Source: an optimization exercise on an open RTL-to-GDS flow (aim: small area and a short achievable clock period). Production flows keep margins and buffers that such runs may drop.
In this exercise RTL edits were held to simulation tests only and were not proved equivalent to the original.

==> job 7742: inputs <==
Design izhikevich, start of the top module:
module izhikevich (clk, a, b, c, d, v, u, i, v_prime, u_prime, fired);
  input clk;
  input [16:0] a, b, c, d, v, u, i;
  output reg [16:0] v_prime, u_prime;
  output reg fired;
  wire n1 = v[0] & v[2];
  wire n2 = v[0] ^ v[2];
  wire n3 = v[1] & v[3];
  wire n4 = v[1] ^ v[3];
  wire n5 = v[2] & v[4];
  wire n6 = v[2] ^ v[4];
  wire n7 = v[3] & v[5];
  wire n8 = v[3] ^ v[5];
  wire n9 = v[4] & v[6];
  wire n10 = v[4] ^ v[6];
  wire n11 = v[5] & v[7];
  wire n12 = v[5] ^ v[7];
  wire n13 = v[6] & v[8];
  wire n14 = v[6] ^ v[8];
  wire n15 = v[7] & v[9];
  wire n16 = v[7] ^ v[9];
  wire n17 = v[8] & v[10];
  wire n18 = v[8] ^ v[10];
  wire n19 = v[9] & v[11];
  wire n20 = v[9] ^ v[11];
  wire n21 = v[10] & v[12];
  wire n22 = v[10] ^ v[12];
  wire n23 = v[11] & v[13];
  wire n24 = v[11] ^ v[13];
  wire n25 = v[12] & v[14];
  wire n26 = v[12] ^ v[14];
  wire n27 = v[13] & v[15];
  wire n28 = v[13] ^ v[15];
  wire n29 = v[1] & v[0];
  wire n30 = n4 & n1;
  wire n31 = n3 | n30;
  wire n32 = n4 & n2;
  wire n33 = n8 & n5;
  wire n34 = n7 | n33;
  wire n35 = n8 & n6;
  wire n36 = n12 & n9;
  wire n37 = n11 | n36;
  wire n38 = n12 & n10;
  wire n39 = n16 & n13;
  wire n40 = n15 | n39;
  wire n41 = n16 & n14;
  wire n42 = n20 & n17;
  wire n43 = n19 | n42;
  wire n44 = n20 & n18;
  wire n45 = n24 & n21;
  wire n46 = n23 | n45;
  wire n47 = n24 & n22;
  wire n48 = n28 & n25;
  wire n49 = n27 | n48;
  wire n50 = n28 & n26;
  wire n51 = v[15] & v[14];
  wire n52 = n2 & n29;
  ...
Settings: LEC_CHECK=0, ABC_AREA=1, CAP_MARGIN=20, CORE_MARGIN=2, CORE_UTILIZATION=50, SLEW_MARGIN=20; clock period 24.0 ns.
standard.sh (not shown) runs the stock make flow with config.mk's settings and CLKGATE_MAP_FILE= SYNTH_SCRIPT=/design/flow/synth_recipe.tcl, a recipe that flattens the netlist after the stock synthesis.
==> flow/flow/run.sh <==
#!/bin/bash
# Standard ORFS layout through the standard.sh, with two changes:
# no full/half-adder cell extraction in synthesis (ABC maps the adder logic
# to ordinary gates), and timing repair aiming for a larger setup slack.
set -euo pipefail
bash standard.sh ADDER_MAP_FILE= SETUP_SLACK_MARGIN=10.5 finish > standard_flow.log 2>&1
==> inputs of job 856, as changes to job 7742 <==
==> flow/flow/run.sh (replaced) <==
#!/bin/bash
# Standard ORFS layout through the standard.sh, with two changes:
# no full/half-adder cell extraction in synthesis (ABC maps the adder logic
# to ordinary gates), and timing repair aiming for a larger setup slack.
set -euo pipefail
bash standard.sh ADDER_MAP_FILE= SETUP_SLACK_MARGIN=10 finish > standard_flow.log 2>&1
--- a/flow/config.mk
+++ b/flow/config.mk
@@ -9,4 +9,4 @@
 export CAP_MARGIN = 20
 export CORE_MARGIN = 2
-export CORE_UTILIZATION = 50
+export CORE_UTILIZATION = 55
 export SLEW_MARGIN = 20
==> comparison <==
Against job 856, the critical path depth of job 7742 is higher by 5. Clock-buffer cell count is the same in job 7742 and job 856. In flip-flop and latch count, job 856 and job 7742 do not differ. Between job 856 and job 7742, the lower maximum frequency is in job 856 (gap about 3.4%, measured against job 7742). Against job 7742, the cell count of job 856 is smaller by 1.8%. In area after synthesis, job 7742 and job 856 do not differ. In job 856 the utilization is higher than in job 7742, by 3.3 points.

* * *

==> inputs of v13 <==
izhikevich again, from the RTL that the note above started with.
clock: 24.0 ns
lec_check: 0
abc_area: 1
cap_margin: 20
core_margin: 2
core_utilization: 40
slew_margin: 20
==> flow/flow/run.sh <==
#!/bin/bash
# Standard ORFS layout (the standard.sh, unchanged synthesis), with the
# timing-repair steps aiming for a larger setup slack than the default.
set -euo pipefail
bash standard.sh SETUP_SLACK_MARGIN=8 finish > standard_flow.log 2>&1
==> inputs of v23, as changes to v13 <==
==> flow/flow/run.sh (replaced) <==
#!/bin/bash
# Standard ORFS layout through the standard.sh, with two changes:
# no full/half-adder cell extraction in synthesis (ABC maps the adder logic
# to ordinary gates), and timing repair aiming for a larger setup slack.
set -euo pipefail
bash standard.sh ADDER_MAP_FILE= SETUP_SLACK_MARGIN=10 finish > standard_flow.log 2>&1
==> summary of the runs <==
Between v13 and v23, the lower global-route usage is in v13 (gap 5.0 points).
Via count: v23 is higher than v13 (71%).
Of v13 and v23, v13 has the higher sequential share of layout area (gap 0.18 points).
==> figures <==
item                                                                v13          v23
Area taken by multi-input logic gates                       25000 sq um  28800 sq um
Overall die width                                           267 microns  294 microns
Pre-CTS worst setup slack                                       6.04 ns      9.85 ns
Post-CTS setup buffers                                               70            0
Share of final layout cell area taken by non-clock buffers        10.4%        6.06%
Die area                                                    71300 sq um  86200 sq um
Result of the run                              timing/DRC/antenna clean  timing/DRC/antenna clean
Part of the Yosys area used for sequential elements               2.53%        2.09%
Highest Signal Layer                                               met5         met4
Most common cell in the synthesized netlist                       inv_1      nand2_1

* * *

==> try-zinc: inputs <==
Another version of the RTL of izhikevich (not shown whole).
==> flow/design.v (excerpt) <==
module izhikevich (clk, a, b, c, d, v, u, i, v_prime, u_prime, fired);
export LEC_CHECK = 0
export ABC_AREA = 1
export CAP_MARGIN = 20
export CORE_MARGIN = 2
export CORE_UTILIZATION = 40
export SLEW_MARGIN = 20
export TNS_END_PERCENT = 50
create_clock -name core_clock -period 24.0 [get_ports {clk}]
==> flow/flow/run.sh <==
#!/bin/bash
# Standard ORFS layout (the standard.sh, unchanged synthesis), with the
# timing-repair steps aiming for a larger setup slack than the default.
set -euo pipefail
bash standard.sh SETUP_SLACK_MARGIN=7.5 finish > standard_flow.log 2>&1
==> try-harbor: changes against try-zinc <==
==> flow/flow/run.sh (replaced) <==
#!/bin/bash
# Standard ORFS layout through the standard.sh, with two changes:
# no full/half-adder cell extraction in synthesis (ABC maps the adder logic
# to ordinary gates), and timing repair aiming for a larger setup slack.
set -euo pipefail
bash standard.sh ADDER_MAP_FILE= SETUP_SLACK_MARGIN=11 finish > standard_flow.log 2>&1
Settings changed: TNS_END_PERCENT 50 to not set.
==> try-delta: changes against try-zinc <==
==> flow/flow/run.sh (replaced) <==
#!/bin/bash
# Standard ORFS layout through the standard.sh, with two changes:
# no full/half-adder cell extraction in synthesis (ABC maps the adder logic
# to ordinary gates), and timing repair aiming for a larger setup slack.
set -euo pipefail
bash standard.sh ADDER_MAP_FILE= SETUP_SLACK_MARGIN=10 finish > standard_flow.log 2>&1
Settings changed: TNS_END_PERCENT 50 to not set.
==> notes <==
- Flip-flop and latch count is the same in try-delta and try-zinc.
- Hold slack, lowest first: try-zinc, try-harbor, try-delta.
- In utilization, try-harbor and try-zinc hardly differ.
- Final cell count: try-zinc < try-delta < try-harbor.
- The lowest setup slack belongs to try-zinc, the highest to try-harbor.

## afterwards: timing with drivers on the ports
The results above use ideal ports. As a check the final layouts listed here were re-extracted and re-timed, cells and wires unchanged.
Step 1: set_driving_cell puts a clkbuf_16 on clk and a buf_2 on each other input, an assumption about the parent block.
Step 2 times the ports against the registers' clock, not the clock port: input delays grow and output delays shrink by t, the midpoint of the rising clock arrivals with the driver on.
a / b / c = no drivers / after step 1 / after step 2; a / b = the first two.
| run | t, ns | slack for setup (ns) | worst setup path after step 2 | worst register clock-pin slew, ns |
|---|---|---|---|---|
| job 7742 | 0.311 | 11.248 / 11.259 / 10.948 | input to register | 0.06 / 0.06 |
| job 856 | 0.315 | 10.800 / 10.812 / 10.497 | input to register | 0.06 / 0.06 |
| v13 | 0.320 | 8.276 / 8.281 / 7.962 | input to register | 0.07 / 0.07 |
| v23 | 0.311 | 10.869 / 10.876 / 10.565 | input to register | 0.06 / 0.06 |
| try-zinc | 0.312 | 8.020 / 8.022 / 7.709 | input to register | 0.06 / 0.06 |
| try-harbor | 0.363 | 11.519 / 11.552 / 11.189 | input to register | 0.07 / 0.07 |
| try-delta | 0.362 | 10.750 / 10.780 / 10.418 | input to register | 0.07 / 0.07 |
After both steps setup and hold are still met in every run listed. For try-delta, which loses most, drivers alone change the setup slack by +0.030 ns; drivers and shift together by -0.332 ns.
